Background: an optimization exercise with open tools, aiming at small area, a short achievable clock period and few clock cycles. Do not read the settings as production practice.
Only simulation tests tie the RTL to the original design; equivalence was not proved.
No activity file was given, so power comes from the tool's default toggle rates.

[flow/config.mk]
export PLATFORM = sky130hd
export DESIGN_NAME = div32
export DESIGN_NICKNAME = div32
export VERILOG_FILES = /design/flow/design.v
export SDC_FILE = /design/flow/constraint.sdc
export NUM_CORES = 8
export LEC_CHECK = 0
export ABC_AREA = 1
export CAP_MARGIN = 20
export CORE_MARGIN = 2
export CORE_UTILIZATION = 40
export CTS_BUF_LIST = sky130_fd_sc_hd__clkbuf_8
export PLACE_DENSITY = 0.6
export SETUP_SLACK_MARGIN = 2.8
export SLEW_MARGIN = 20
[flow/constraint.sdc]
create_clock -name core_clock -period 5.0 [get_ports {clk}]
set_input_delay 1.0000 -clock core_clock [delete_from_list [all_inputs] [get_ports {clk}]]
set_output_delay 1.0000 -clock core_clock [all_outputs]
set_load 0.01 [all_outputs]
[flow/design.v]
`timescale 1ns / 1ps
module div32(
    input clk,
    input rst,
    input start,
    input [31:0] dividend,
    input [31:0] divisor,
    output [31:0] quotient,
    output [31:0] remainder,
    output reg finish
);
reg [31:0] r;       
reg [31:0] q;       
reg [31:0] d;       
reg [4:0]  za;      
reg [5:0]  j;       
reg        norm;    
reg        iter;    
assign quotient  = q;
assign remainder = r;
function [5:0] lzc32;
    input [31:0] x;
    reg [15:0] v1; reg [15:0] c1;
    reg [7:0]  v2; reg [15:0] c2;
    reg [3:0]  v3; reg [11:0] c3;
    reg [1:0]  v4; reg [7:0]  c4;
    integer i;
    begin
        for (i = 0; i < 16; i = i + 1) begin
            v1[i] = x[2*i+1] | x[2*i];
            c1[i] = ~x[2*i+1];
        end
        for (i = 0; i < 8; i = i + 1) begin
            v2[i] = v1[2*i+1] | v1[2*i];
            c2[2*i+:2] = v1[2*i+1] ? {1'b0, c1[2*i+1]} : {1'b1, c1[2*i]};
        end
        for (i = 0; i < 4; i = i + 1) begin
            v3[i] = v2[2*i+1] | v2[2*i];
            c3[3*i+:3] = v2[2*i+1] ? {1'b0, c2[2*(2*i+1)+:2]} : {1'b1, c2[2*(2*i)+:2]};
        end
        for (i = 0; i < 2; i = i + 1) begin
            v4[i] = v3[2*i+1] | v3[2*i];
            c4[4*i+:4] = v3[2*i+1] ? {1'b0, c3[3*(2*i+1)+:3]} : {1'b1, c3[3*(2*i)+:3]};
        end
        lzc32 = {~(v4[1] | v4[0]), v4[1] ? {1'b0, c4[7:4]} : {1'b1, c4[3:0]}};
    end
endfunction
wire [5:0] la = lzc32(dividend);
wire [5:0] lb = lzc32(divisor);
wire [4:0] sp = j[4:0] | ~za;                     
wire [4:0] sg = j[4:0] & ~za;                     
wire [5:0] sc;                                    
assign sc[0] = 1'b1;
assign sc[1] = sp[0];
assign sc[2] = sg[1] | (sp[1] & j[0]) | (sp[1] & ~za[0]);
assign sc[3] = sg[2] | (sp[2] & sg[1]) | (sp[2] & sp[1] & sp[0]);
assign sc[4] = sg[3] | (sp[3] & sg[2]) | (sp[3] & sp[2] & sg[1]) | (sp[3] & sp[2] & sp[1] & sp[0]);
assign sc[5] = sg[4] | (sp[4] & sg[3]) | (sp[4] & sp[3] & sg[2]) | (sp[4] & sp[3] & sp[2] & sg[1])
             | (sp[4] & sp[3] & sp[2] & sp[1] & sp[0]);
wire [5:0] sh;                                    
assign sh[0] = j[0] ^ za[0];
assign sh[1] = j[1] ^ (~za[1] ^ sc[1]);
assign sh[2] = j[2] ^ (~za[2] ^ sc[2]);
assign sh[3] = j[3] ^ (~za[3] ^ sc[3]);
assign sh[4] = j[4] ^ (~za[4] ^ sc[4]);
assign sh[5] = ~sc[5];
wire       triv = j[5] | sh[5];                   
wire [31:0] kg = r & ~d;
wire [31:0] kt = r | ~d;
wire kC_0 = r[0] | ~d[0];
wire kC_1 = kg[1] | (kt[1] & r[0]) | (kt[1] & ~d[0]);
wire kG0_3 = kg[3] | (kt[3] & kg[2]);
wire kP0_3 = kt[3] & kt[2];
wire kG0_5 = kg[5] | (kt[5] & kg[4]);
wire kP0_5 = kt[5] & kt[4];
wire kG0_7 = kg[7] | (kt[7] & kg[6]);
wire kP0_7 = kt[7] & kt[6];
wire kG0_9 = kg[9] | (kt[9] & kg[8]);
wire kP0_9 = kt[9] & kt[8];
wire kG0_11 = kg[11] | (kt[11] & kg[10]);
wire kP0_11 = kt[11] & kt[10];
wire kG0_13 = kg[13] | (kt[13] & kg[12]);
wire kP0_13 = kt[13] & kt[12];
wire kG0_15 = kg[15] | (kt[15] & kg[14]);
wire kP0_15 = kt[15] & kt[14];
wire kG0_17 = kg[17] | (kt[17] & kg[16]);
wire kP0_17 = kt[17] & kt[16];
wire kG0_19 = kg[19] | (kt[19] & kg[18]);
wire kP0_19 = kt[19] & kt[18];
wire kG0_21 = kg[21] | (kt[21] & kg[20]);
wire kP0_21 = kt[21] & kt[20];
wire kG0_23 = kg[23] | (kt[23] & kg[22]);
wire kP0_23 = kt[23] & kt[22];
wire kG0_25 = kg[25] | (kt[25] & kg[24]);
wire kP0_25 = kt[25] & kt[24];
wire kG0_27 = kg[27] | (kt[27] & kg[26]);
wire kP0_27 = kt[27] & kt[26];
wire kG0_29 = kg[29] | (kt[29] & kg[28]);
wire kP0_29 = kt[29] & kt[28];
wire kG0_31 = kg[31] | (kt[31] & kg[30]);
wire kP0_31 = kt[31] & kt[30];
wire kQ_2 = kg[2] | (kt[2] & kg[1]);
wire kR_2 = kt[2] & kt[1];
wire kC_2 = kQ_2 | (kR_2 & kC_0);
wire kG1_3 = kG0_3 | (kP0_3 & kC_1);
wire kG1_6 = kg[6] | (kt[6] & kG0_5);
wire kP1_6 = kt[6] & kP0_5;
wire kG1_7 = kG0_7 | (kP0_7 & kG0_5);
wire kP1_7 = kP0_7 & kP0_5;
wire kG1_10 = kg[10] | (kt[10] & kG0_9);
wire kP1_10 = kt[10] & kP0_9;
wire kG1_11 = kG0_11 | (kP0_11 & kG0_9);
wire kP1_11 = kP0_11 & kP0_9;
wire kG1_14 = kg[14] | (kt[14] & kG0_13);
wire kP1_14 = kt[14] & kP0_13;
wire kG1_15 = kG0_15 | (kP0_15 & kG0_13);
wire kP1_15 = kP0_15 & kP0_13;
wire kG1_18 = kg[18] | (kt[18] & kG0_17);
wire kP1_18 = kt[18] & kP0_17;
wire kG1_19 = kG0_19 | (kP0_19 & kG0_17);
wire kP1_19 = kP0_19 & kP0_17;
wire kG1_22 = kg[22] | (kt[22] & kG0_21);
wire kP1_22 = kt[22] & kP0_21;
wire kG1_23 = kG0_23 | (kP0_23 & kG0_21);
wire kP1_23 = kP0_23 & kP0_21;
wire kG1_26 = kg[26] | (kt[26] & kG0_25);
wire kP1_26 = kt[26] & kP0_25;
wire kG1_27 = kG0_27 | (kP0_27 & kG0_25);
wire kP1_27 = kP0_27 & kP0_25;
wire kG1_30 = kg[30] | (kt[30] & kG0_29);
wire kP1_30 = kt[30] & kP0_29;
wire kG1_31 = kG0_31 | (kP0_31 & kG0_29);
wire kP1_31 = kP0_31 & kP0_29;
wire kQ_4 = kg[4] | (kt[4] & kg[3]);
wire kR_4 = kt[4] & kt[3];
wire kC_4 = kQ_4 | (kR_4 & kC_2);
wire kG2_5 = kG0_5 | (kP0_5 & kG1_3);
wire kG2_6 = kG1_6 | (kP1_6 & kG1_3);
wire kG2_7 = kG1_7 | (kP1_7 & kG1_3);
wire kG2_12 = kg[12] | (kt[12] & kG1_11);
wire kP2_12 = kt[12] & kP1_11;
wire kG2_13 = kG0_13 | (kP0_13 & kG1_11);
wire kP2_13 = kP0_13 & kP1_11;
wire kG2_14 = kG1_14 | (kP1_14 & kG1_11);
wire kP2_14 = kP1_14 & kP1_11;
wire kG2_15 = kG1_15 | (kP1_15 & kG1_11);
wire kP2_15 = kP1_15 & kP1_11;
wire kG2_20 = kg[20] | (kt[20] & kG1_19);
wire kP2_20 = kt[20] & kP1_19;
wire kG2_21 = kG0_21 | (kP0_21 & kG1_19);
wire kP2_21 = kP0_21 & kP1_19;
wire kG2_22 = kG1_22 | (kP1_22 & kG1_19);
wire kP2_22 = kP1_22 & kP1_19;
wire kG2_23 = kG1_23 | (kP1_23 & kG1_19);
wire kP2_23 = kP1_23 & kP1_19;
wire kG2_28 = kg[28] | (kt[28] & kG1_27);
wire kP2_28 = kt[28] & kP1_27;
wire kG2_29 = kG0_29 | (kP0_29 & kG1_27);
wire kP2_29 = kP0_29 & kP1_27;
wire kG2_30 = kG1_30 | (kP1_30 & kG1_27);
wire kP2_30 = kP1_30 & kP1_27;
wire kG2_31 = kG1_31 | (kP1_31 & kG1_27);
wire kP2_31 = kP1_31 & kP1_27;
wire kQ_8 = kg[8] | (kt[8] & kg[7]);
wire kR_8 = kt[8] & kt[7];
wire kC_8 = kQ_8 | (kR_8 & kG2_6);
wire kG3_9 = kG0_9 | (kP0_9 & kG2_7);
wire kG3_10 = kG1_10 | (kP1_10 & kG2_7);
wire kG3_11 = kG1_11 | (kP1_11 & kG2_7);
wire kG3_12 = kG2_12 | (kP2_12 & kG2_7);
wire kG3_13 = kG2_13 | (kP2_13 & kG2_7);
wire kG3_14 = kG2_14 | (kP2_14 & kG2_7);
wire kG3_15 = kG2_15 | (kP2_15 & kG2_7);
wire kG3_24 = kg[24] | (kt[24] & kG2_23);
wire kP3_24 = kt[24] & kP2_23;
wire kG3_25 = kG0_25 | (kP0_25 & kG2_23);
wire kP3_25 = kP0_25 & kP2_23;
wire kG3_26 = kG1_26 | (kP1_26 & kG2_23);
wire kP3_26 = kP1_26 & kP2_23;
wire kG3_27 = kG1_27 | (kP1_27 & kG2_23);
wire kP3_27 = kP1_27 & kP2_23;
wire kG3_28 = kG2_28 | (kP2_28 & kG2_23);
wire kP3_28 = kP2_28 & kP2_23;
wire kG3_29 = kG2_29 | (kP2_29 & kG2_23);
wire kP3_29 = kP2_29 & kP2_23;
wire kG3_30 = kG2_30 | (kP2_30 & kG2_23);
wire kP3_30 = kP2_30 & kP2_23;
wire kG3_31 = kG2_31 | (kP2_31 & kG2_23);
wire kP3_31 = kP2_31 & kP2_23;
wire kQ_16 = kg[16] | (kt[16] & kg[15]);
wire kR_16 = kt[16] & kt[15];
wire kC_16 = kQ_16 | (kR_16 & kG3_14);
wire kG4_17 = kG0_17 | (kP0_17 & kG3_15);
wire kG4_18 = kG1_18 | (kP1_18 & kG3_15);
wire kG4_19 = kG1_19 | (kP1_19 & kG3_15);
wire kG4_20 = kG2_20 | (kP2_20 & kG3_15);
wire kG4_21 = kG2_21 | (kP2_21 & kG3_15);
wire kG4_22 = kG2_22 | (kP2_22 & kG3_15);
wire kG4_23 = kG2_23 | (kP2_23 & kG3_15);
wire kG4_24 = kG3_24 | (kP3_24 & kG3_15);
wire kG4_25 = kG3_25 | (kP3_25 & kG3_15);
wire kG4_26 = kG3_26 | (kP3_26 & kG3_15);
wire kG4_27 = kG3_27 | (kP3_27 & kG3_15);
wire kG4_28 = kG3_28 | (kP3_28 & kG3_15);
wire kG4_29 = kG3_29 | (kP3_29 & kG3_15);
wire kG4_30 = kG3_30 | (kP3_30 & kG3_15);
wire kG4_31 = kG3_31 | (kP3_31 & kG3_15);
wire [32:0] sub;
assign sub[0] = r[0] ^ d[0];
assign sub[1] = r[1] ^ (~d[1] ^ kC_0);
assign sub[2] = r[2] ^ (~d[2] ^ kC_1);
assign sub[3] = r[3] ^ (~d[3] ^ kC_2);
assign sub[4] = r[4] ^ (~d[4] ^ kG1_3);
assign sub[5] = r[5] ^ (~d[5] ^ kC_4);
assign sub[6] = r[6] ^ (~d[6] ^ kG2_5);
assign sub[7] = r[7] ^ (~d[7] ^ kG2_6);
assign sub[8] = r[8] ^ (~d[8] ^ kG2_7);
assign sub[9] = r[9] ^ (~d[9] ^ kC_8);
assign sub[10] = r[10] ^ (~d[10] ^ kG3_9);
assign sub[11] = r[11] ^ (~d[11] ^ kG3_10);
assign sub[12] = r[12] ^ (~d[12] ^ kG3_11);
assign sub[13] = r[13] ^ (~d[13] ^ kG3_12);
assign sub[14] = r[14] ^ (~d[14] ^ kG3_13);
assign sub[15] = r[15] ^ (~d[15] ^ kG3_14);
assign sub[16] = r[16] ^ (~d[16] ^ kG3_15);
assign sub[17] = r[17] ^ (~d[17] ^ kC_16);
assign sub[18] = r[18] ^ (~d[18] ^ kG4_17);
assign sub[19] = r[19] ^ (~d[19] ^ kG4_18);
assign sub[20] = r[20] ^ (~d[20] ^ kG4_19);
assign sub[21] = r[21] ^ (~d[21] ^ kG4_20);
assign sub[22] = r[22] ^ (~d[22] ^ kG4_21);
assign sub[23] = r[23] ^ (~d[23] ^ kG4_22);
assign sub[24] = r[24] ^ (~d[24] ^ kG4_23);
assign sub[25] = r[25] ^ (~d[25] ^ kG4_24);
assign sub[26] = r[26] ^ (~d[26] ^ kG4_25);
assign sub[27] = r[27] ^ (~d[27] ^ kG4_26);
assign sub[28] = r[28] ^ (~d[28] ^ kG4_27);
assign sub[29] = r[29] ^ (~d[29] ^ kG4_28);
assign sub[30] = r[30] ^ (~d[30] ^ kG4_29);
assign sub[31] = r[31] ^ (~d[31] ^ kG4_30);
assign sub[32] = ~kG4_31;
wire        ge  = ~sub[32];
wire        take = iter & ge;
wire [31:0] flip = {32{take}} & (r ^ sub[31:0]);
always @(posedge clk or posedge rst) begin
    if (rst) begin
        finish <= 1'b0;
        norm   <= 1'b0;
        iter   <= 1'b0;
    end else if (start) begin
        finish <= 1'b0;
        norm   <= 1'b1;
        iter   <= 1'b0;
    end else if (norm) begin
        norm   <= 1'b0;
        finish <= triv;
        iter   <= ~triv;
    end else if (iter) begin
        if (j[4:0] == 5'd0) begin
            iter   <= 1'b0;
            finish <= 1'b1;
        end
    end
end
always @(posedge clk) begin
    za <= la[4:0];
    if (start) begin
        r <= dividend;
        d <= divisor;
        j <= lb;
    end else begin
        if (norm & j[5]) r <= 32'b0;      
        else             r <= r ^ flip;
        if (norm) begin
            d <= d << sh[4:0];
            j <= sh;
        end else begin
            d <= d >> 1;
            j <= j - 6'd1;
        end
    end
    if (norm)      q <= 32'b0;
    else if (iter) q <= {q[30:0], ge};
end
endmodule
[flow/flow/run.sh]
#!/bin/bash
# Standard layout, with plain buffers on the ports instead of the default delay-cell buffers.
set -euo pipefail
bash standard.sh BUFFER_PORTS_ARGS="-buffer_cell sky130_fd_sc_hd__buf_1" finish > standard.log 2>&1
[flow/standard.sh]
#!/bin/bash
# synth_recipe.tcl (not shown) runs the flow's synth.tcl, then flattens the netlist and writes it again
# the make line also repeats each setting of config.mk as NAME=value (left out here)
make -C /OpenROAD-flow-scripts/flow DESIGN_CONFIG=/design/flow/config.mk WORK_HOME=/design/flow/orfs CLKGATE_MAP_FILE= SYNTH_SCRIPT=/design/flow/synth_recipe.tcl "${@:-finish}"
==> summary.txt, run 1 <==
Critical path
  – Worst EP required: between 5 and 6 ns
  – Kind of critical path: reg -> reg
  – Flop2flop setup slack: 2.81 ns
  – Worst Setup End Kind: flop
  – Worst EP arrival: 2.35 ns
  – Crit-path max FO: 18
  – Crit start category: flop

Pwr
  – Leakage power: 4.805 nW
  – Pwr/cell area: 451.5 nW/µm²
  – Peak supply drop: between 200 and 250 µV

Job
  – Max-cap viol count: 0

STA
  – Final setup TNS: 0 ns
  – RSZ-0062 raised after global routing: yes
  – Period Utilization, post-route: 0.4373
  – Worst Skew: approximately 0.010 ns
  – Final setup fails: 0
  – Least-Margin Pin Slew: 0.5246 ns
  – FMAX: 457.4 MHz
  – Fin crit period: 2.186 ns
  – Slew Viols, Final: 0
  – Worst slew margin: 0.6483
  – Hold Vio Cnt, Final: 0

Drt
  – Vias: about 10000
  – Remaining antenna violation count: 0
  – Number of DRC markers in iteration 0: just over 900
  – Routed Wire Length: 31030 µm
  – DRC: 0
  – Via-to-Cell Ratio: 5.314
  – DR WL/cell: about 17 µm
  – First-pass iteration count of the detailed router: 6

CTS
  – Clock sinks: 110
  – CTS clock-pin slew for the worst setup and hold paths: 0.12 ns
  – Cts hold-fix bufs: 0
  – Worst skew pair latency: 0.40 ns
  – TritonCTS clock tree: built
  – CTS root buf: clkbuf_8
  – Clock Tree Buf Depth: 2
  – CTS Buf Count: 9
  – CTS H-tree depth: 3

Synthesis
  – Fraction of registers with async set or reset after synthesis: 0.02727
  – Sequential area share after synthesis: 0.2692
  – Post-synthesis cell count: about 1400
  – Syn Nets: 1505
  – Cell variety after synth: 50
  – Yosys reg bits: 110
  – Mean post-synth cell area: 5.790 µm²
  – Cell area after synthesis: 8309 µm²
  – Post-synth top flop: dfxtp_1
  – Synth warn: 1
  – Number of synthesized flops with an enable pin: 2

Floorplan
  – Top Ports: 132
  – Die Footprint: between 20000 and 25000 µm²
  – Die Y: roughly 150 µm
  – Width of the die: roughly 150 µm
  – Cell row count: 52
  – Initial cell density of the core: 0.4093
  – Core footprint: approximately 20000 µm²

Global routing
  – Remaining global-route overflow: 0
  – Initial antenna violation count: 0
  – GRT Total Usage: 0.2752
  – Pin count of the biggest net entering global routing: 41
  – First-pass GRT wire length: ~48000 µm
  – Via count of the first global-routing pass: 8757

Cells and area
  – Area growth syn-to-layout: 20.10%
  – Reg area: 2267 µm²
  – Post-Route Utilization: 0.4916
  – Layout Nets: 1646
  – FILL cells: 2257
  – Ant. Diodes: 0
  – Fraction of final layout cells with drive strength greater than 1: 0.1234
  – Area of the multi-input gates: 5389 µm²

Run status
  – Status: complete, no violations

Placement
  – Final HPWL DP: 21670 µm
  – IO Port Bufs: 131
  – Gpl congestion: around 0.94

Worst hold path
  – Hold crit path type: in -> async
==> sequential cells by signal, summed over array words and instances, names as in the netlist <==
| signal | flops |
|---|---|
| d | 32 |
| r | 32 |
| q | 32 |
| finish | 1 |
| iter | 1 |
| j | 6 |
| norm | 1 |
| za | 5 |
==> metal layers <==
layer,vias up,GRT usage,part of all wire
li1,4893,-,-
met5,-,0,0
met2,418,0.4343,0.45
met4,0,0.1076,0.037
met1,4460,0.3779,0.43
met3,59,0.04325,0.080
==> kinds of logic (layout without fill, tap and decap cells) <==
| family | after synthesis | after routing | synth area share |
|---|---|---|---|
| AO/OA/AOI/OAI | 272 | 273 | 0.1882 |
| adder cells (fa/ha/maj) | 3 | 3 | 0.004518 |
| XOR/XNOR | 15 | 15 | 0.01671 |
| multiplexers | 5 | 5 | 0.006023 |
| flip-flops | 110 | 110 | 0.2692 |
| AND/OR/NAND/NOR | 801 | 802 | 0.4011 |
| buffers and inverters | 229 | 372 | 0.1141 |
==> per-stage QoR <==
stage | setup slack [ns] | hold slack [ns] | cell area (µm²) | cells | total power, mW
3_5_place_dp | 1.923 | 0.4747 | 8922 | 1789 | 3.518
2_1_floorplan | 2.740 | 0.4613 | 8315 | 1435 | 2.962
5_1_grt | 2.728 | 0.4237 | 9980 | 1850 | 4.884
4_1_cts | 2.797 | 0.4039 | 9485 | 1827 | 4.245
3_3_place_gp | 1.974 | 0.4779 | 8922 | 1789 | 3.508
6_report | 2.814 | 0.4194 | 9980 | 1850 | 4.506
==> power by group <==
part | switching [mW] | internal (mW)
registers | 0.197 | 1.06
logic | 1.74 | 0.961
clock network | 0.357 | 0.188
total | 2.30 | 2.21
==> path summary, 6_finish.rpt <==
| check | to | depth (start not counted) | start |
|---|---|---|---|
| max in group asynchronous | iter | 2 | rst |
| max | d[31] | 11 | j[0] |
| min in group core_clock | q[0] | 2 | q[0] |
| min | finish | 2 | rst |
| max reg2reg | d[31] | 11 | j[0] |
| min reg2reg | q[0] | 2 | q[0] |
==> placed cells by master, fill, tap and decap left out, types with 6 or more instances in the layout <==
master | synthesis | final
nand3b_1 | 15 | 15
o221ai_1 | 10 | 10
dfxtp_2 | 0 | 17
clkbuf_8 | 0 | 9
nand2_2 | 11 | 15
nor3_1 | 10 | 9
inv_2 | 17 | 17
nand4_1 | 7 | 7
o21ai_2 | 1 | 8
buf_6 | 4 | 7
nor2_2 | 7 | 12
buf_1 | 1 | 123
buf_4 | 10 | 33
dfxtp_1 | 105 | 87
o31ai_1 | 8 | 8
a21oi_1 | 53 | 50
inv_1 | 155 | 149
nor2_1 | 173 | 163
a21oi_2 | 4 | 6
xor2_1 | 10 | 9
o21ai_0 | 129 | 105
nand3_1 | 84 | 83
o21ai_1 | 27 | 43
buf_12 | 0 | 9
nand2_1 | 476 | 469
a22oi_1 | 20 | 20
==> worst max-delay path: stages, from the launching register on <==
cell and delay (ns):
dfxtp_1 0.33, inv_2 0.10, ha_4 0.26, buf_12 0.17
nand2_1 0.06, o21ai_0 0.16, nand2_1 0.11, o21ai_0 0.10
o21ai_0 0.31, nand2_1 0.16, nand3_2 0.12, nand3_1 0.07
==> timing repair <==
item / 4_1_cts / 5_1_grt
endpoints found under the hold margin: 0 / 0
cloned: 5 / 3
setup buffers: 18 / 20
endpoints found under the setup margin: 74 / 75
gates resized for setup: 35 / 110
pin swaps: 7 / 20
==> cell type report <==
cell class	count	area share
inverters	173	0.06795
repair inverters	2	0.001254
clock inverters	6	0.005266
well taps	270	0.03385
clock buffers	9	0.01241
multi-input cells	1098	0.5400
flip-flops and latches	110	0.2272
repair buffers	182	0.1121
==> synth_stat cells (2+ instances only) <==
master | n | area [µm²]
buf_2 | 17 | 85.08
o2111ai_1 | 2 | 17.52
dfrtp_1 | 3 | 75.07
clkbuf_1 | 24 | 90.09
a31oi_1 | 3 | 18.77
o21ai_0 | 129 | 645.6
buf_6 | 4 | 45.04
nand2_4 | 5 | 56.30
nand2_2 | 11 | 68.82
a21oi_1 | 53 | 265.3
inv_2 | 17 | 63.81
or2_0 | 2 | 12.51
a22oi_1 | 20 | 150.1
edfxtp_1 | 2 | 60.06
o21ai_1 | 27 | 135.1
a21boi_0 | 2 | 15.01
buf_4 | 10 | 75.07
nand3b_1 | 15 | 112.6
inv_1 | 155 | 581.8
o221ai_1 | 10 | 87.58
dfxtp_1 | 105 | 2102
xor2_1 | 10 | 87.58
a21oi_2 | 4 | 35.03
nand2_1 | 476 | 1787
or2_2 | 4 | 25.02
o22ai_1 | 2 | 12.51
a21oi_4 | 3 | 48.80
xnor2_1 | 4 | 35.03
mux2i_1 | 5 | 50.05
or2_1 | 3 | 18.77
nor2_1 | 173 | 649.4
o311ai_0 | 2 | 17.52
nand4_1 | 7 | 43.79
nor2_2 | 7 | 43.79
o31ai_1 | 8 | 60.06
nand3_1 | 84 | 420.4
nor3_1 | 10 | 50.05
ha_1 | 3 | 37.54
o211ai_1 | 3 | 22.52
Testbench counts, summed over its fixed seeds: cycles 47,977.
==> run 2, diff against run 1 <==
--- a/flow/config.mk
+++ b/flow/config.mk
@@ -12,4 +12,4 @@
 export CTS_BUF_LIST = sky130_fd_sc_hd__clkbuf_8
 export PLACE_DENSITY = 0.6
-export SETUP_SLACK_MARGIN = 2.8
+export SETUP_SLACK_MARGIN = 2.6
 export SLEW_MARGIN = 20
==> summary.txt, run 2 <==
Run status
  – Status: complete, no violations

Drt
  – First-pass iteration count of the detailed router: 6
  – Routed Wire Length: 29850 µm
  – Number of DRC markers in iteration 0: approximately 900
  – Vias: between 9000 and 10000
  – Via-to-Cell Ratio: 5.260
  – DR WL/cell: 16.34 µm
  – DRC: 0
  – Remaining antenna violation count: 0

Synthesis
  – Cell variety after synth: 50
  – Post-synth top flop: dfxtp_1
  – Dominant cell type by area after synthesis: dfxtp_1
  – Number of synthesized flops with an enable pin: 2
  – Post-synthesis cell count: approximately 1400
  – Synth warn: 1
  – Count leader, synth: nand2_1
  – Post-synth top cells: nand2_1 (476), nor2_1 (173), inv_1 (155)
  – Cell area after synthesis: between 8000 and 9000 µm²
  – Mean post-synth cell area: 5.790 µm²
  – Fraction of registers with async set or reset after synthesis: 0.02727
  – Area contributors post-synth: dfxtp_1 (25%), nand2_1 (22%), nor2_1 (7.8%)
  – Yosys top cell area share: 0.2530
  – Yosys reg bits: 110
  – Sequential area share after synthesis: 0.2692
  – Syn Nets: about 1500

Floorplan
  – Core footprint: 20300 µm²
  – Die Footprint: 21940 µm²
  – Cell row count: 52
  – Initial cell density of the core: 0.4093
  – Die Y: roughly 150 µm
  – Width of the die: 148.1 µm
  – Top Ports: roughly 130

STA
  – Least-Margin Pin Slew: around 0.59 ns
  – Worst slew margin: 0.6086
  – FMAX: 434.8 MHz
  – Hold Vio Cnt, Final: 0
  – RSZ-0062 raised after global routing: yes
  – Slew Viols, Final: 0
  – Worst Skew: ~0.012 ns
  – Fin crit period: 2.300 ns
  – Final setup fails: 0
  – Final setup TNS: 0 ns
  – Period Utilization, post-route: 0.4599

Pwr
  – Peak supply drop: 153.8 µV
  – Power Total: 4.272 mW
  – Leakage power: about 4.6 nW
  – Pwr/cell area: 452.4 nW/µm²

CTS
  – CTS Buf Count: 9
  – Clock Tree Buf Depth: 2
  – TritonCTS clock tree: built
  – CTS clock-pin slew for the worst setup and hold paths: 0.12 ns
  – CTS root buf: clkbuf_8
  – Worst skew pair latency: 0.41 ns
  – CTS H-tree depth: 3
  – Clock sinks: 110

Cells and area
  – Area growth syn-to-layout: 13.64%
  – Layout Nets: 1621
  – Fraction of final layout cells with drive strength greater than 1: 0.07584
  – Most frequent cells in the layout: nand2_1 (475), nor2_1 (171), inv_1 (151), buf_1 (130), o21ai_0 (126)
  – Top Registers: d x32, q x32, r x32
  – Ant. Diodes: 0
  – Most common cell after layout, fill and taps aside: nand2_1

Critical path
  – Worst Setup End Kind: flop
  – Worst EP required: about 5.3 ns
  – Worst EP arrival: 2.62 ns
  – Crit-path max FO: 29
  – Kind of critical path: reg -> reg
  – Crit start category: flop

Global routing
  – Initial antenna violation count: 0
  – Remaining global-route overflow: 0
  – Pin count of the biggest net entering global routing: 56
  – Via count of the first global-routing pass: 8810
  – GRT Total Usage: 0.2695
  – First-pass GRT wire length: 46820 µm

Worst hold path
  – Hold crit path type: in -> async

Placement
  – Gpl congestion: 0.9508
  – Final HPWL DP: 21820 µm
  – IO Port Bufs: 131

Job
  – Max-cap viol count: 0
[run 2: changes by cell type in the layout (fill, tap and decap cells not counted), sizes merged]
cell / before / now
buf: 173 / 156
clkbuf: 17 / 11
bufbuf: 1 / 0
clkinv: 3 / 4
nand2: 493 / 492
[run 2: critical path: stages, from the launching register on]
cell and delay [ns]:
dfxtp_1 0.33, inv_2 0.14, ha_4 0.16, a21oi_1 0.08
o21ai_2 0.23, xor2_2 0.15, buf_4 0.33, inv_4 0.19
o21ai_1 0.36, nand2_1 0.12, o221ai_1 0.10
[run 2: worst paths after layout]
check                      startpoint  endpoint  slack [ns]  depth (start not counted)
min reg2reg                      q[0]      q[0]        0.51                          2
max                              j[0]     d[11]        2.70                         10
min                               rst    finish        0.43                          2
max reg2reg                      j[0]     d[11]        2.70                         10
max in group asynchronous         rst      iter        4.42                          2
min in group core_clock          q[0]      q[0]        0.51                          2
[run 2: kinds of logic (layout without fill, tap and decap cells)]
| family | Yosys count | count (layout) | share of synthesized area |
|---|---|---|---|
| buffers and inverters | 229 | 349 | 0.1141 |
| multiplexers | 5 | 5 | 0.006023 |
| AO/OA/AOI/OAI | 272 | 273 | 0.1882 |
| adder cells (fa/ha/maj) | 3 | 3 | 0.004518 |
| AND/OR/NAND/NOR | 801 | 801 | 0.4011 |
| XOR/XNOR | 15 | 15 | 0.01671 |
| flip-flops | 110 | 110 | 0.2692 |
[run 2: report_power, final]
part / switching [mW] / total [mW] / internal, mW
Combinational: 1.65 / 2.47 / 0.826
Clock: 0.361 / 0.549 / 0.189
Sequential: 0.198 / 1.25 / 1.05
[run 2: cell type report]
cell class	count	area, µm²
Tap cell	270	337.8
Fill cell	2271	10860
Multi-Input combinational cell	1097	5216
Clock buffer	9	123.9
Inverter	173	668.1
Timing Repair Buffer	158	787.0
Sequential cell	110	2242
Timing Repair inverter	2	12.51
Clock inverter	7	55.05
[run 2: metal layers]
| layer | wire, µm | GRT usage | share of wire | vias to the layer above |
|---|---|---|---|---|
| met2 | 13080 | 0.4264 | 0.44 | 436 |
| met5 | 0 | 0 | 0 | - |
| met3 | 2692 | 0.04540 | 0.090 | 65 |
| met4 | 1179 | 0.1133 | 0.040 | 0 |
| met1 | 12890 | 0.3647 | 0.43 | 4271 |
| li1 | - | - | - | 4833 |
[run 2: metrics by stage]
step	setup slack, ns	area, µm²	hold slack, ns	instances	utilization
floorplan	2.722	8309	0.4613	1435	-
global route	2.579	9443	0.4312	1826	0.4652
global placement	1.947	8916	0.4777	1789	0.4392
detailed placement	1.892	8916	0.4854	1789	0.4392
CTS	2.603	9243	0.4138	1815	0.4553
finish	2.700	9443	0.4293	1826	0.4652
[run 2: repair_timing]
item                       4_1_cts  5_1_grt
setup endpoints to repair       64       67
pin swaps                        2        6
buffers inserted                 7       10
cloned                           3        1
hold buffers                     0        0
gates resized for setup         15       22
==> run 3, diff against run 2 <==
--- a/flow/config.mk
+++ b/flow/config.mk
@@ -12,4 +12,4 @@
 export CTS_BUF_LIST = sky130_fd_sc_hd__clkbuf_8
 export PLACE_DENSITY = 0.6
-export SETUP_SLACK_MARGIN = 2.6
+export SETUP_SLACK_MARGIN = 2.5
 export SLEW_MARGIN = 20
==> summary.txt, run 3 <==
Run status
  – Status: complete, no violations

Cells and area
  – Post-Route Utilization: 0.4601
  – Ant. Diodes: 0
  – Fraction of final layout cells with drive strength greater than 1: 0.06839
  – Layout Nets: 1615
  – Reg area: 2238 µm²
  – FILL cells: 2287
  – Most frequent cells in the layout: nand2_1 (476), nor2_1 (173), inv_1 (151), buf_1 (130), o21ai_0 (128)
  – Area growth syn-to-layout: 12.41%
  – Most common cell after layout, fill and taps aside: nand2_1
  – Post-route cell area: 9340 µm²
  – Area of the multi-input gates: approximately 5200 µm²
  – Top Registers: d x32, q x32, r x32

Floorplan
  – Die Footprint: 21940 µm²
  – Width of the die: 148.1 µm
  – Top Ports: 132
  – Die Y: 148.1 µm
  – Initial cell density of the core: 0.4093
  – Cell row count: between 50 and 60
  – Core footprint: 20300 µm²

Synthesis
  – Synth warn: 1
  – Simple-Gate Fraction of Synth Area: 0.4011
  – Post-synth top cells: nand2_1 (476), nor2_1 (173), inv_1 (155)
  – Combinational family with the most area after synthesis: simple AND/OR/NAND/NOR gates
  – Dominant cell type by area after synthesis: dfxtp_1
  – Area contributors post-synth: dfxtp_1 (25%), nand2_1 (22%), nor2_1 (7.8%)
  – Syn Nets: approximately 1500
  – Post-synth top flop: dfxtp_1
  – Sequential area share after synthesis: 0.2692
  – Post-synthesis cell count: between 1000 and 1500
  – Compound-gate portion of the synthesized area: 0.1882
  – Fraction of registers with async set or reset after synthesis: 0.02727
  – Number of synthesized flops with an enable pin: 2
  – XOR/XNOR share of the synthesized area: 0.01671
  – Yosys top cell area share: 0.2530
  – Cell variety after synth: 50
  – Post-synthesis adder-cell area fraction: 0.004517
  – Yosys reg bits: 110
  – Post-synthesis mux area share: 0.006023
  – Cell area after synthesis: 8309 µm²
  – Mean post-synth cell area: 5.790 µm²
  – Count leader, synth: nand2_1

Global routing
  – Via count of the first global-routing pass: 8773
  – GRT Total Usage: 0.2678
  – First-pass GRT wire length: 46580 µm
  – Initial antenna violation count: 0
  – Pin count of the biggest net entering global routing: 56
  – Remaining global-route overflow: 0

Worst hold path
  – Hold crit path type: in -> async

STA
  – Worst Skew: between 0.009 and 0.01 ns
  – RSZ-0062 raised after global routing: yes
  – Final setup TNS: 0 ns
  – Hold Vio Cnt, Final: 0
  – Worst setup margin: around 2.6 ns
  – Least-Margin Pin Slew: 0.5861 ns
  – Fin crit period: 2.404 ns
  – Period Utilization, post-route: 0.4808
  – Worst slew margin: 0.6093
  – Slew Viols, Final: 0
  – Final setup fails: 0
  – FMAX: around 420 MHz

Drt
  – Routed Wire Length: slightly below 30000 µm
  – Via-to-Cell Ratio: 5.317
  – Vias: 9677
  – DRC: 0
  – Remaining antenna violation count: 0
  – DR WL/cell: 16.33 µm
  – Number of DRC markers in iteration 0: 798
  – First-pass iteration count of the detailed router: 5

Pwr
  – Leakage power: 4.544 nW
  – Peak supply drop: between 150 and 200 µV
  – Logic pwr share: 0.573
  – Power Total: 4.215 mW
  – Pwr/cell area: 451.3 nW/µm²
  – Clock network power share: 0.130
  – Flop pwr share: 0.296
  – Int Pwr: about 2.0 mW
  – Sw frac: 0.5186
  – Sw Pwr: around 2.2 mW

Critical path
  – Critical Path, Cell by Cell: buf_1, nor2_1, nand4_1, nor3_4, inv_1, or2_0, o21ai_0, nand2_1, nand2_1
  – Crit path buffers/inverters: 2
  – Crit-path max FO: 6
  – CP top delay family: simple AND/OR/NAND/NOR gates
  – Crit start category: input pin
  – Kind of critical path: in -> reg
  – Most common cell on crit path: nand2_1
  – Worst EP required: 5.36 ns
  – Slowest CP cell: nor3_4
  – Worst Setup End Kind: flop
  – Worst EP arrival: 2.76 ns
  – Peak per-stage delay on the critical path: 0.40 ns

CTS
  – CTS H-tree depth: 3
  – Worst skew pair latency: 0.41 ns
  – TritonCTS clock tree: built
  – CTS clock-pin slew for the worst setup and hold paths: 0.12 ns
  – CTS root buf: clkbuf_8
  – Clock sinks: 110
  – Clock Tree Buf Depth: 2
  – CTS Buf Count: 9
  – Cts hold-fix bufs: 0

Placement
  – Area post-placement: 8916 µm²
  – Gpl congestion: 0.9508
  – Final HPWL DP: 21820 µm
  – IO Port Bufs: 131
  – Place WS: 1.892 ns

Job
  – Max-cap viol count: 0
run 3: cell counts after synthesis:
Identical to the previous run, type by type.
run 3: layout make-up:
cell class                      count  area share
Multi-Input combinational cell   1097      0.5559
Sequential cell                   110      0.2397
Timing Repair Buffer              152     0.07622
Inverter                          173     0.07153
Tap cell                          270     0.03617
Clock buffer                        9     0.01326
Clock inverter                      7    0.005894
Timing Repair inverter              2    0.001340
run 3: per-stage QoR:
stage	std cells	hold WS (ns)
after floorplan	1435	0.4613
after global placement	1789	0.4777
after detailed placement	1789	0.4854
after CTS	1811	0.4138
after global routing	1820	0.4315
final	1820	0.4305
run 3: path summary, 6_finish.rpt:
check,from,to,slack (ns),cells past startpoint
max,divisor[30],j[0],2.60,9
min,rst,finish,0.43,2
max reg2reg,j[2],d[9],2.70,13
min reg2reg,q[0],q[0],0.51,2
max in group asynchronous,rst,iter,4.42,2
min in group core_clock,q[0],q[0],0.51,2
run 3: kinds of logic after synthesis:
logic type,Yosys count
flip-flops,110
adder cells (fa/ha/maj),3
buffers and inverters,229
XOR/XNOR,15
AO/OA/AOI/OAI,272
multiplexers,5
AND/OR/NAND/NOR,801
run 3: power groups by stage:
stage          Clock [mW]  Sequential (mW)  Combinational [mW]
2_1_floorplan           0             1.23                1.73
5_1_grt             0.593             1.27                2.73
3_5_place_dp            0             1.26                2.27
6_report            0.549             1.25                2.42
4_1_cts             0.563             1.25                2.33
3_3_place_gp            0             1.27                2.27
run 3: metal layers:
| layer | GRT usage | part of all wire |
|---|---|---|
| met4 | 0.1143 | 0.039 |
| met3 | 0.04540 | 0.085 |
| met1 | 0.3623 | 0.44 |
| met2 | 0.4225 | 0.44 |
| met5 | 0 | 0 |
run 3: timing repair:
| item | 4_1_cts | 5_1_grt |
|---|---|---|
| pin swaps | 0 | 4 |
| setup endpoints to repair | 60 | 57 |
| resized for setup | 11 | 17 |
| cloned | 2 | 1 |
| buffers inserted | 4 | 8 |
==> run 4, diff against run 3 <==
--- a/flow/config.mk
+++ b/flow/config.mk
@@ -12,4 +12,4 @@
 export CTS_BUF_LIST = sky130_fd_sc_hd__clkbuf_8
 export PLACE_DENSITY = 0.6
-export SETUP_SLACK_MARGIN = 2.5
+export SETUP_SLACK_MARGIN = 2.7
 export SLEW_MARGIN = 20
==> summary.txt, run 4 <==
Floorplan
  – Core footprint: 20300 µm²
  – Width of the die: 148.1 µm
  – Die Footprint: approximately 22000 µm²
  – Initial cell density of the core: 0.4093
  – Top Ports: 132
  – Cell row count: 52
  – Die Y: roughly 150 µm

Cells and area
  – Post-route cell area: around 9600 µm²
  – Area growth syn-to-layout: 15.75%
  – Fraction of final layout cells with drive strength greater than 1: 0.09073
  – Ant. Diodes: 0
  – Top Registers: d x32, q x32, r x32
  – Most common cell after layout, fill and taps aside: nand2_1
  – FILL cells: 2254
  – Most frequent cells in the layout: nand2_1 (473), nor2_1 (168), inv_1 (148), buf_1 (130), o21ai_0 (121)
  – Area of the multi-input gates: 5280 µm²
  – Final Non-Filler Cells: 1835
  – Reg area: 2245 µm²
  – Layout Nets: 1630

Critical path
  – Most common cell on crit path: nand2_1
  – Crit path buffers/inverters: 5
  – Peak per-stage delay on the critical path: 0.33 ns
  – Worst EP arrival: 2.37 ns
  – Crit Reg-Reg Endpoint: d[30]
  – Worst R2R Start: j[0]
  – Kind of critical path: reg -> reg
  – Worst EP required: roughly 5.2 ns
  – Reg2Reg Depth: 14
  – Slowest CP cell: dfxtp_1
  – Crit-path max FO: 25
  – Worst Setup End Kind: flop
  – Crit start category: flop
  – CP top delay family: buffers and inverters
  – Flop2flop setup slack: between 2 and 3 ns
  – Critical Path, Cell by Cell: inv_2, ha_4, inv_1, nand2_1, nand2_2, buf_12, inv_6, o21ai_0, inv_1, nand2_1, o21ai_1, nand2_1, nand3_1, nand3_1

Synthesis
  – Post-synth top flop: dfxtp_1
  – XOR/XNOR share of the synthesized area: 0.01671
  – Simple-Gate Fraction of Synth Area: 0.4011
  – Synth warn: 1
  – Cell area after synthesis: roughly 8300 µm²
  – Sequential area share after synthesis: 0.2692
  – Compound-gate portion of the synthesized area: 0.1882
  – Post-synthesis mux area share: 0.006023
  – Area contributors post-synth: dfxtp_1 (25%), nand2_1 (22%), nor2_1 (7.8%)
  – Yosys top cell area share: 0.2530
  – Cell variety after synth: 50
  – Yosys reg bits: 110
  – Post-synth top cells: nand2_1 (476), nor2_1 (173), inv_1 (155)
  – Mean post-synth cell area: about 5.8 µm²
  – Post-synthesis adder-cell area fraction: 0.004517
  – Post-synthesis cell count: about 1400
  – Dominant cell type by area after synthesis: dfxtp_1
  – Syn Nets: approximately 1500
  – Combinational family with the most area after synthesis: simple AND/OR/NAND/NOR gates
  – Number of synthesized flops with an enable pin: 2
  – Fraction of registers with async set or reset after synthesis: 0.02727
  – Count leader, synth: nand2_1

CTS
  – CTS H-tree depth: 3
  – CTS clock-pin slew for the worst setup and hold paths: 0.12 ns
  – Clock Tree Buf Depth: 2
  – TritonCTS clock tree: built
  – CTS root buf: clkbuf_8
  – Clock sinks: 110
  – Worst skew pair latency: 0.41 ns
  – CTS Buf Count: 9

STA
  – RSZ-0062 raised after global routing: yes
  – Slew Viols, Final: 0
  – Worst slew margin: 0.5184
  – Fin crit period: around 2.2 ns
  – Final setup TNS: 0 ns
  – Least-Margin Pin Slew: 0.7224 ns
  – Final setup fails: 0
  – Worst setup margin: approximately 2.8 ns
  – Period Utilization, post-route: 0.4382
  – Hold Vio Cnt, Final: 0
  – Worst Skew: approximately 0.015 ns
  – FMAX: 456.4 MHz
  – Hold WS: 0.4281 ns

Pwr
  – Pwr/cell area: roughly 460 nW/µm²
  – Logic pwr share: 0.589
  – Sw frac: 0.5160
  – Flop pwr share: 0.285
  – Clock network power share: 0.125
  – Int Pwr: around 2.1 mW
  – Peak supply drop: 155.4 µV
  – Leakage power: 4.656 nW
  – Sw Pwr: 2.270 mW

Worst hold path
  – Hold crit path type: in -> async

Drt
  – First-pass iteration count of the detailed router: 5
  – Number of DRC markers in iteration 0: between 800 and 900
  – Remaining antenna violation count: 0
  – DRC: 0
  – Via-to-Cell Ratio: 5.336
  – Routed Wire Length: between 30000 and 40000 µm
  – Vias: 9792
  – DR WL/cell: 16.71 µm

Placement
  – IO Port Bufs: 131
  – Area post-placement: 8916 µm²
  – Final HPWL DP: 21820 µm
  – DP Cell Count: 1789
  – Gpl congestion: 0.9508
  – Place WS: 1.892 ns

Global routing
  – Remaining global-route overflow: 0
  – Via count of the first global-routing pass: 8907
  – First-pass GRT wire length: 47150 µm
  – GRT Total Usage: 0.2716
  – Pin count of the biggest net entering global routing: 56
  – Initial antenna violation count: 0

Job
  – Max-cap viol count: 0

Run status
  – Status: complete, no violations
[run 4: stage by stage]
| step | util | total power, mW |
|---|---|---|
| final | 0.4738 | 4.400 |
| after global routing | 0.4738 | 4.766 |
| after CTS | 0.4600 | 4.192 |
| after detailed placement | 0.4392 | 3.538 |
| after global placement | 0.4392 | 3.534 |
| after floorplan | - | 2.961 |
[run 4: area by class of cell]
| type | instances | share of cell area |
|---|---|---|
| Timing Repair inverter | 2 | 0.001301 |
| Clock buffer | 9 | 0.01288 |
| Tap cell | 270 | 0.03512 |
| Inverter | 173 | 0.06947 |
| Sequential cell | 110 | 0.2334 |
| Timing Repair Buffer | 166 | 0.09314 |
| Multi-Input combinational cell | 1098 | 0.5490 |
| Clock inverter | 7 | 0.005724 |
[run 4: how the worst max path moves through the flow]
stage	start	to	slack (ns)	cells after the start
finish	j[0]	d[30]	2.81	14
global route	j[0]	d[26]	2.63	15
CTS	divisor[30]	j[0]	2.70	9
detailed placement	start	r[1]	1.89	7
global placement	start	r[1]	1.95	7
floorplan	divisor[30]	j[0]	2.72	8
[run 4: worst reg2reg max path, cell delays in order, from the launching register on]
cell	delay, ns
dfxtp_1	0.33
inv_2	0.14
ha_4	0.16
inv_1	0.04
nand2_1	0.06
nand2_2	0.11
buf_12	0.18
inv_6	0.20
o21ai_0	0.14
inv_1	0.10
nand2_1	0.05
o21ai_1	0.13
nand2_1	0.13
nand3_1	0.11
nand3_1	0.06
[run 4: power groups by stage]
stage / Combinational, mW / Sequential (mW) / Clock, mW
2_1_floorplan: 1.73 / 1.23 / 0
3_3_place_gp: 2.27 / 1.27 / 0
3_5_place_dp: 2.27 / 1.26 / 0
4_1_cts: 2.38 / 1.25 / 0.563
5_1_grt: 2.90 / 1.27 / 0.593
6_report: 2.59 / 1.26 / 0.551
[run 4: logic make-up after synthesis]
logic type	count (synthesis)
adder cells (fa/ha/maj)	3
flip-flops	110
buffers and inverters	229
AO/OA/AOI/OAI	272
AND/OR/NAND/NOR	801
multiplexers	5
XOR/XNOR	15
[run 4: repair_timing]
item	CTS	global route
gates resized for setup	23	41
cloned	3	4
hold buffers	0	0
endpoints found under the setup margin	67	67
setup buffers	13	10
endpoints found under the hold margin	0	0
pin swaps	4	9
[run 4: routing by layer]
layer  share of wire  track usage  vias to the layer above
met5               0            0                        -
met4           0.043       0.1229                        0
met3           0.083      0.04785                       73
met2            0.43       0.4222                      449
met1            0.44       0.3687                     4424
li1                -            -                     4846
==> run 5, diff against run 4 <==
--- a/flow/config.mk
+++ b/flow/config.mk
@@ -14,2 +14,3 @@
 export SETUP_SLACK_MARGIN = 2.7
 export SLEW_MARGIN = 20
+export TNS_END_PERCENT = 50
==> summary.txt, run 5 <==
Cells and area
  – Post-route cell area: 9607 µm²
  – Fraction of final layout cells with drive strength greater than 1: 0.08882
  – Ant. Diodes: 0
  – Most frequent cells in the layout: nand2_1 (473), nor2_1 (169), inv_1 (148), buf_1 (130), o21ai_0 (121)
  – Most common cell after layout, fill and taps aside: nand2_1
  – FILL cells: 2255
  – Area growth syn-to-layout: 15.62%
  – Top Registers: d x32, q x32, r x32
  – Layout Nets: 1630

Critical path
  – Kind of critical path: in -> reg
  – Flop2flop setup slack: approximately 2.8 ns
  – Worst EP arrival: about 2.5 ns
  – Crit Reg-Reg Endpoint: d[11]
  – Worst R2R Start: j[0]
  – Crit start category: input pin
  – Crit-path max FO: 55
  – Reg2Reg Depth: 10
  – Worst Setup End Kind: flop
  – Worst EP required: approximately 5.3 ns
  – Worst setup path start: start

Synthesis
  – Sequential area share after synthesis: 0.2692
  – Area contributors post-synth: dfxtp_1 (25%), nand2_1 (22%), nor2_1 (7.8%)
  – Dominant cell type by area after synthesis: dfxtp_1
  – Syn Nets: 1505
  – Fraction of registers with async set or reset after synthesis: 0.02727
  – Post-synth top cells: nand2_1 (476), nor2_1 (173), inv_1 (155)
  – Synth warn: 1
  – Mean post-synth cell area: 5.790 µm²
  – Post-synth top flop: dfxtp_1
  – Yosys reg bits: 110
  – Cell area after synthesis: about 8300 µm²
  – Count leader, synth: nand2_1
  – Yosys top cell area share: 0.2530
  – Cell variety after synth: 50
  – Number of synthesized flops with an enable pin: 2
  – Post-synthesis cell count: 1435

Drt
  – Top Layer Used: met4
  – Metal2 WL: between 10000 and 15000 µm
  – Remaining antenna violation count: 0
  – DRC: 0
  – Number of DRC markers in iteration 0: 832
  – Via-to-Cell Ratio: 5.336
  – Routed Wire Length: 30590 µm
  – Vias: 9792
  – Met1 WL: around 13000 µm
  – DR WL/cell: 16.67 µm
  – First-pass iteration count of the detailed router: 5
  – Metal3 WL: 2664 µm

Job
  – Max-cap viol count: 0

STA
  – Final setup fails: 0
  – Fin crit period: 2.252 ns
  – Final setup TNS: 0 ns
  – FMAX: 444.0 MHz
  – Worst slew margin: 0.5202
  – Worst Skew: ~0.012 ns
  – RSZ-0062 raised after global routing: yes
  – Slew Viols, Final: 0
  – Least-Margin Pin Slew: between 0.7 and 0.8 ns
  – Hold Vio Cnt, Final: 0
  – Period Utilization, post-route: 0.4505

CTS
  – Clock sinks: 110
  – CTS root buf: clkbuf_8
  – CTS Buf Count: 9
  – Clock Tree Buf Depth: 2
  – TritonCTS clock tree: built
  – CTS H-tree depth: 3
  – CTS clock-pin slew for the worst setup and hold paths: around 0.12 ns
  – Worst skew pair latency: around 0.41 ns

Worst hold path
  – Hold crit path type: in -> async

Global routing
  – Initial antenna violation count: 0
  – Pin count of the biggest net entering global routing: 56
  – GRT Total Usage: 0.2713
  – Via count of the first global-routing pass: just under 9000
  – Remaining global-route overflow: 0
  – First-pass GRT wire length: approximately 47000 µm

Run status
  – Status: complete, no violations

Placement
  – Area post-placement: between 8000 and 9000 µm²
  – Final HPWL DP: 21820 µm
  – IO Port Bufs: 131
  – Gpl congestion: approximately 0.95

Floorplan
  – Die Y: 148.1 µm
  – Cell row count: between 50 and 60
  – Width of the die: 148.1 µm
  – Core footprint: 20300 µm²
  – Die Footprint: between 20000 and 25000 µm²
  – Initial cell density of the core: 0.4093
  – Top Ports: between 100 and 150

Pwr
  – Leakage power: 4.653 nW
  – Peak supply drop: roughly 160 µV
  – Pwr/cell area: 457.4 nW/µm²
## run 5: cell type report
| cell class | count | area, µm² | share of cell area |
|---|---|---|---|
| Tap cell | 270 | 337.8 | 0.03517 |
| Timing Repair Buffer | 166 | 895.9 | 0.09325 |
| Clock inverter | 7 | 55.05 | 0.005731 |
| Sequential cell | 110 | 2245 | 0.2337 |
| Timing Repair inverter | 2 | 12.51 | 0.001302 |
| Multi-Input combinational cell | 1098 | 5269 | 0.5484 |
| Clock buffer | 9 | 123.9 | 0.01289 |
| Inverter | 173 | 668.1 | 0.06955 |
## run 5: kinds of logic (layout without fill, tap and decap cells)
logic type,count (synthesis),count (layout),synth area share
adder cells (fa/ha/maj),3,3,0.004518
multiplexers,5,5,0.006023
XOR/XNOR,15,15,0.01671
AO/OA/AOI/OAI,272,273,0.1882
buffers and inverters,229,357,0.1141
flip-flops,110,110,0.2692
AND/OR/NAND/NOR,801,802,0.4011
## run 5: power breakdown
| group | leakage (nW) | total, mW | internal, mW | switching, mW |
|---|---|---|---|---|
| Combinational | 3.62 | 2.59 | 0.886 | 1.70 |
| Clock | 0.0949 | 0.551 | 0.189 | 0.363 |
| Sequential | 0.935 | 1.26 | 1.05 | 0.202 |
## run 5: repair_timing
item / 4_1_cts / 5_1_grt
hold buffers: 0 / 0
endpoints found under the setup margin: 67 / 69
gates resized for setup: 22 / 39
buffers inserted: 13 / 10
pin swaps: 4 / 9
cloned: 3 / 4
## run 5: worst max path at each step
stage,to,cells past startpoint
finish,d[31],8
global route,za[2],8
CTS,za[2],8
detailed placement,r[1],7
global placement,r[1],7
floorplan,j[0],8
## run 5: critical path, cell delays in order
cell and delay (ns):
clkbuf_2 0.09, clkbuf_8 0.30, nor2_1 0.30, inv_1 0.19
nor2_2 0.15, buf_6 0.25, o211ai_1 0.13, nand3_1 0.08
## run 5: metal layers
metal / global-route usage / up-vias
met5: 0 / -
met4: 0.1229 / 0
met3: 0.04785 / 74
met2: 0.4218 / 478
met1: 0.3683 / 4386
li1: - / 4854
## run 5: stage by stage
stage          power [mW]  std cells  hold WS (ns)  utilization  setup slack (ns)
2_1_floorplan       2.961       1435        0.4613            -             2.722
3_3_place_gp        3.534       1789        0.4777       0.4392             1.947
3_5_place_dp        3.538       1789        0.4854       0.4392             1.892
4_1_cts             4.191       1821        0.4138       0.4596             2.688
5_1_grt             4.763       1835        0.4315       0.4733             2.618
6_report            4.395       1835        0.4297       0.4733             2.748
==> run 6, diff against run 5 <==
--- a/flow/config.mk
+++ b/flow/config.mk
@@ -11,6 +11,6 @@
 export CORE_UTILIZATION = 40
 export CTS_BUF_LIST = sky130_fd_sc_hd__clkbuf_8
+export GPL_TIMING_DRIVEN = 0
 export PLACE_DENSITY = 0.6
 export SETUP_SLACK_MARGIN = 2.7
 export SLEW_MARGIN = 20
-export TNS_END_PERCENT = 50
==> summary.txt, run 6 <==
Synthesis
  – Dominant cell type by area after synthesis: dfxtp_1
  – Mean post-synth cell area: 5.790 µm²
  – Compound-gate portion of the synthesized area: 0.1882
  – Count leader, synth: nand2_1
  – Post-synthesis cell count: 1435
  – XOR/XNOR share of the synthesized area: 0.01671
  – Fraction of registers with async set or reset after synthesis: 0.02727
  – Syn Nets: 1505
  – Cell area after synthesis: 8309 µm²
  – Synth warn: 1
  – Post-synth top cells: nand2_1 (476), nor2_1 (173), inv_1 (155)
  – Simple-Gate Fraction of Synth Area: 0.4011
  – Post-synthesis mux area share: 0.006023
  – Yosys reg bits: between 100 and 150
  – Area contributors post-synth: dfxtp_1 (25%), nand2_1 (22%), nor2_1 (7.8%)
  – Sequential area share after synthesis: 0.2692
  – Post-synth top flop: dfxtp_1
  – Number of synthesized flops with an enable pin: 2
  – Post-synthesis adder-cell area fraction: 0.004517
  – Combinational family with the most area after synthesis: simple AND/OR/NAND/NOR gates
  – Cell variety after synth: 50
  – Yosys top cell area share: 0.2530

CTS
  – CTS clock-pin slew for the worst setup and hold paths: 0.12 ns
  – CTS root buf: clkbuf_8
  – CTS H-tree depth: 3
  – TritonCTS clock tree: built
  – Worst skew pair latency: 0.41 ns
  – Clock sinks: 110
  – CTS Buf Count: 9
  – Clock Tree Buf Depth: 2

Critical path
  – Worst R2R Start: j[0]
  – Worst Setup End Kind: flop
  – Peak per-stage delay on the critical path: between 0.2 and 0.3 ns
  – Worst setup path start: start
  – Crit path buffers/inverters: 4
  – Critical Path, Cell by Cell: buf_1, clkbuf_2, nor2_2, inv_1, nor2_2, buf_2, o211ai_1, nand3_1
  – Kind of critical path: in -> reg
  – Worst EP required: 5.28 ns
  – Crit-path max FO: 10
  – Crit start category: input pin
  – Flop2flop setup slack: 2.78 ns
  – Slowest CP cell: nor2_2
  – Most common cell on crit path: nor2_2
  – CP top delay family: buffers and inverters
  – Worst EP arrival: 2.51 ns

Cells and area
  – Area growth syn-to-layout: 15.37%
  – Layout Nets: 1656
  – Top Registers: d x32, q x32, r x32
  – Post-route cell area: 9587 µm²
  – Most frequent cells in the layout: nand2_1 (474), nor2_1 (167), inv_1 (152), buf_1 (130), o21ai_0 (100)
  – Fraction of final layout cells with drive strength greater than 1: 0.09742
  – Most common cell after layout, fill and taps aside: nand2_1
  – Ant. Diodes: 0

Global routing
  – Via count of the first global-routing pass: 8998
  – Pin count of the biggest net entering global routing: 21
  – First-pass GRT wire length: between 40000 and 50000 µm
  – Remaining global-route overflow: 0
  – Initial antenna violation count: 0
  – GRT Total Usage: 0.2832

STA
  – Least-Margin Pin Slew: 0.7057 ns
  – Fin crit period: 2.237 ns
  – Hold Vio Cnt, Final: 0
  – Hold WS: 0.4145 ns
  – Final setup fails: 0
  – Period Utilization, post-route: 0.4474
  – Worst slew margin: 0.5296
  – FMAX: 447.0 MHz
  – Slew Viols, Final: 0
  – RSZ-0062 raised after global routing: yes
  – Worst Skew: about 0.014 ns
  – Final setup TNS: 0 ns

Placement
  – IO Port Bufs: 131
  – Area post-placement: 9143 µm²
  – Gpl congestion: between 0.9 and 1
  – Final HPWL DP: between 20000 and 25000 µm

Drt
  – First-pass iteration count of the detailed router: 6
  – DR WL/cell: approximately 17 µm
  – Via-to-Cell Ratio: 5.228
  – Remaining antenna violation count: 0
  – DRC: 0
  – Vias: 9729
  – Number of DRC markers in iteration 0: 761
  – Routed Wire Length: 31470 µm

Floorplan
  – Initial cell density of the core: 0.4093
  – Die Y: 148.1 µm
  – Die Footprint: around 22000 µm²
  – Width of the die: 148.1 µm
  – Cell row count: between 50 and 60
  – Core footprint: roughly 20000 µm²
  – Top Ports: 132

Pwr
  – Pwr/cell area: 455.5 nW/µm²
  – Peak supply drop: 160.3 µV
  – Leakage power: 4.711 nW
  – Power Total: 4.367 mW

Job
  – Max-cap viol count: 0

Run status
  – Status: complete, no violations

Worst hold path
  – Hold crit path type: in -> async
-- run 6: cell count changes in the layout (fill, tap and decap cells not counted), sizes merged --
cell / before / now
clkinvlp: 5 / 0
clkbuf: 14 / 35
nand2: 493 / 492
buf: 161 / 170
a21oi: 61 / 60
inv: 173 / 176
-- run 6: final timing paths --
kind	to	cells after the start
setup reg to reg	d[31]	12
setup / recovery	d[31]	8
hold / removal	iter	2
min in group core_clock	q[23]	2
max in group asynchronous	norm	2
hold reg to reg	q[23]	2
-- run 6: what timing repair did --
action,in CTS,in global routing
endpoints found under the hold margin,0,0
setup endpoints to repair,56,61
gates resized for setup,29,70
hold buffers,0,0
setup buffers,3,6
pin swaps,2,10
-- run 6: cell families (layout without fill, tap and decap cells) --
group | after synthesis | in the layout
xor gates and xnor gates | 15 | 15
buffers and inverters | 229 | 385
AOI/OAI and AO/OA | 272 | 272
DFF | 110 | 110
muxes | 5 | 5
and+or+nand+nor | 801 | 801
adders and majority gates | 3 | 3
-- run 6: metrics by stage --
stage	worst slack (ns)	instances	utilization
after detailed placement	2.002	1836	0.4504
after global placement	1.581	1836	0.4502
after CTS	2.622	1855	0.4626
final	2.763	1861	0.4723
after global routing	2.640	1861	0.4723
after floorplan	2.722	1435	-
-- run 6: routing by layer --
metal,part of all wire,wire (µm),global-route usage,vias up
met5,0,0,0,-
met4,0.033,1051,0.1038,0
met2,0.44,13850,0.4465,380
met3,0.080,2516,0.05276,50
li1,-,-,-,4898
met1,0.45,14050,0.3873,4401
-- run 6: cell type report --
class | instances | area (µm²)
Clock inverter | 7 | 68.82
Tap cell | 270 | 337.8
Sequential cell | 110 | 2246
Clock buffer | 9 | 123.9
Buffer | 56 | 341.6
Inverter | 173 | 649.4
Fill cell | 2307 | 10710
Timing Repair Buffer | 140 | 578.1
Multi-Input combinational cell | 1096 | 5241
-- run 6: power by group --
| group | internal, mW | total [mW] | switching (mW) |
|---|---|---|---|
| combinational | 0.846 | 2.57 | 1.72 |
| clock | 0.195 | 0.567 | 0.372 |
| sequential | 1.05 | 1.23 | 0.181 |
| total | 2.10 | 4.37 | 2.27 |
==> run 7, diff against run 6 <==
--- a/flow/config.mk
+++ b/flow/config.mk
@@ -10,5 +10,4 @@
 export CORE_MARGIN = 2
 export CORE_UTILIZATION = 40
-export CTS_BUF_LIST = sky130_fd_sc_hd__clkbuf_8
 export GPL_TIMING_DRIVEN = 0
 export PLACE_DENSITY = 0.6
==> summary.txt, run 7 <==
Pwr
  – Peak supply drop: about 170 µV
  – Logic pwr share: 0.564
  – Int Pwr: ~2.3 mW
  – Pwr/cell area: ~470 nW/µm²
  – Sw Pwr: between 2 and 2.5 mW
  – Leakage power: around 4.8 nW
  – Flop pwr share: 0.272
  – Sw frac: 0.5046
  – Clock network power share: 0.164

CTS
  – Cts hold-fix bufs: 0
  – CTS root buf: clkbuf_16
  – CTS clock-pin slew for the worst setup and hold paths: 0.08 ns
  – TritonCTS clock tree: built
  – CTS H-tree depth: 3
  – Worst skew pair latency: approximately 0.37 ns
  – CTS Buf Count: 9
  – Clock Tree Buf Depth: 2
  – Clock sinks: 110

Critical path
  – Worst EP arrival: between 2 and 3 ns
  – Crit start category: input pin
  – Kind of critical path: in -> reg
  – Worst EP required: 5.28 ns
  – Crit-path max FO: 4
  – Worst Setup End Kind: flop

Placement
  – IO Port Bufs: 131
  – Final HPWL DP: around 25000 µm
  – Gpl congestion: 0.9854

Global routing
  – Remaining global-route overflow: 0
  – Pin count of the biggest net entering global routing: 21
  – Via count of the first global-routing pass: between 9000 and 10000
  – GRT Total Usage: 0.2839
  – First-pass GRT wire length: 48300 µm
  – Initial antenna violation count: 0

Synthesis
  – Syn Nets: 1505
  – Post-synth top flop: dfxtp_1
  – Simple-Gate Fraction of Synth Area: 0.4011
  – Compound-gate portion of the synthesized area: 0.1882
  – Combinational family with the most area after synthesis: simple AND/OR/NAND/NOR gates
  – Post-synthesis cell count: 1435
  – Dominant cell type by area after synthesis: dfxtp_1
  – Post-synthesis adder-cell area fraction: 0.004517
  – Sequential area share after synthesis: 0.2692
  – Mean post-synth cell area: about 5.8 µm²
  – Post-synth top cells: nand2_1 (476), nor2_1 (173), inv_1 (155)
  – Count leader, synth: nand2_1
  – Synth warn: 1
  – Cell area after synthesis: 8309 µm²
  – Number of synthesized flops with an enable pin: 2
  – Post-synthesis mux area share: 0.006023
  – Cell variety after synth: 50
  – XOR/XNOR share of the synthesized area: 0.01671
  – Fraction of registers with async set or reset after synthesis: 0.02727
  – Yosys top cell area share: 0.2530
  – Yosys reg bits: 110
  – Area contributors post-synth: dfxtp_1 (25%), nand2_1 (22%), nor2_1 (7.8%)

Cells and area
  – Most frequent cells in the layout: nand2_1 (473), nor2_1 (165), inv_1 (152), buf_1 (126), o21ai_0 (103)
  – FILL cells: 2297
  – Most common cell after layout, fill and taps aside: nand2_1
  – Top Registers: d x32, q x32, r x32
  – Ant. Diodes: 0
  – Post-Route Utilization: 0.4792
  – Area growth syn-to-layout: 17.06%
  – Layout Nets: between 1500 and 2000
  – Fraction of final layout cells with drive strength greater than 1: 0.09987

Drt
  – DRC: 0
  – Remaining antenna violation count: 0
  – Number of DRC markers in iteration 0: ~730
  – Via-to-Cell Ratio: 5.249
  – First-pass iteration count of the detailed router: 5
  – Routed Wire Length: 31690 µm
  – DR WL/cell: 17.02 µm
  – Vias: between 9000 and 10000

STA
  – Final setup fails: 0
  – Worst slew margin: 0.5284
  – RSZ-0062 raised after global routing: yes
  – Period Utilization, post-route: 0.4487
  – Final setup TNS: 0 ns
  – Worst Skew: 0.01167 ns
  – Hold Vio Cnt, Final: 0
  – Least-Margin Pin Slew: 0.7073 ns
  – Slew Viols, Final: 0
  – FMAX: 445.7 MHz
  – Fin crit period: between 2 and 2.5 ns

Job
  – Max-cap viol count: 0

Floorplan
  – Top Ports: 132
  – Initial cell density of the core: 0.4093
  – Die Y: roughly 150 µm
  – Width of the die: 148.1 µm
  – Core footprint: 20300 µm²
  – Die Footprint: around 22000 µm²
  – Cell row count: 52

Run status
  – Status: complete, no violations

Worst hold path
  – Hold crit path type: in -> async
run 7: cell counts after synthesis:
Identical to the previous run, type by type.
run 7: kinds of logic after synthesis:
logic type,Yosys count
muxes,5
buffers and inverters,229
and+or+nand+nor,801
AOI/OAI and AO/OA,272
DFF,110
adders and majority gates,3
xor gates and xnor gates,15
run 7: cell type report:
class | instances | area, µm² | area share
multi-input cells | 1096 | 5256 | 0.5404
plain buffers | 56 | 347.8 | 0.03576
clock inverters | 6 | 65.06 | 0.006689
repair buffers | 141 | 596.8 | 0.06136
clock buffers | 10 | 229.0 | 0.02354
inverters | 173 | 649.4 | 0.06676
well taps | 270 | 337.8 | 0.03473
flip-flops and latches | 110 | 2245 | 0.2308
run 7: path summary, 6_finish.rpt:
kind,cells after the start,end,startpoint,slack [ns]
max,9,j[2],divisor[29],2.76
min,2,iter,rst,0.47
max reg2reg,10,d[31],j[0],2.76
min reg2reg,2,q[23],q[22],0.50
max in group asynchronous,2,norm,rst,4.41
min in group core_clock,2,q[23],q[22],0.50
run 7: repair_timing:
action | in CTS | in global routing
hold endpoints to repair | 0 | 0
setup endpoints to repair | 58 | 66
gates resized for setup | 29 | 82
pin swaps | 3 | 14
buffers inserted | 4 | 6
run 7: power by group through the flow:
stage	clock network [mW]	registers [mW]	logic (mW)
floorplan	0	1.23	1.73
global placement	0	1.24	2.42
detailed placement	0	1.25	2.42
CTS	0.755	1.23	2.46
global route	0.782	1.26	2.86
finish	0.743	1.24	2.56
run 7: metrics by stage:
stage | power, mW | hold WS (ns) | cell area, µm² | instances | setup slack [ns]
after floorplan | 2.961 | 0.4613 | 8309 | 1435 | 2.722
after global placement | 3.668 | 0.4795 | 9139 | 1836 | 1.581
after detailed placement | 3.670 | 0.4819 | 9143 | 1836 | 2.002
after CTS | 4.443 | 0.4538 | 9495 | 1856 | 2.629
after global routing | 4.894 | 0.4762 | 9727 | 1862 | 2.626
final | 4.542 | 0.4652 | 9727 | 1862 | 2.756
run 7: routing by layer:
metal / vias to the layer above / track usage / share of wire
met3: 44 / 0.06288 / 0.077
met1: 4428 / 0.3858 / 0.45
met2: 387 / 0.4470 / 0.44
met4: 0 / 0.09619 / 0.032
met5: - / 0 / 0
li1: 4914 / - / -
run 7: worst max-delay path, stage by stage:
cell and delay (ns):
buf_1 0.15, nor2_2 0.15, nand4_1 0.18, nor3_4 0.33, buf_6 0.15, nand4_1 0.18, o31ai_1 0.17, nand2_1 0.12
o221ai_1 0.10

==> separate check: timing with driven ports <==
The flow's constraints put no driver on any port. The routed layouts listed below were extracted and timed again, unchanged, in two steps. Step 1, drivers: a clkbuf_16 drives clk and a buf_2 each remaining input, both assumed. Step 2 moves the port delays by t, midway between the first and last clock arrival at a register: inputs arrive t later, outputs are due t later. That takes back most of the time a late clock gives input paths. a / b / c = ideal ports / drivers / drivers and shift; a / b = the first two.
run | t, ns | setup WS [ns] | worst setup path after step 2
run 1 | 0.436 | 2.814 / 2.814 / 2.425 | input to register
run 2 | 0.446 | 2.700 / 2.700 / 2.281 | input to register
run 3 | 0.444 | 2.596 / 2.615 / 2.172 | input to register
run 4 | 0.447 | 2.809 / 2.809 / 2.402 | input to register
run 5 | 0.447 | 2.748 / 2.759 / 2.312 | input to register
run 6 | 0.443 | 2.763 / 2.771 / 2.329 | input to register
run 7 | 0.409 | 2.756 / 2.763 / 2.360 | input to register
After both steps setup and hold are still met in every run listed. The setup slack of run 5, which loses most, moves by +0.011 ns with the drivers and by -0.436 ns with both steps.
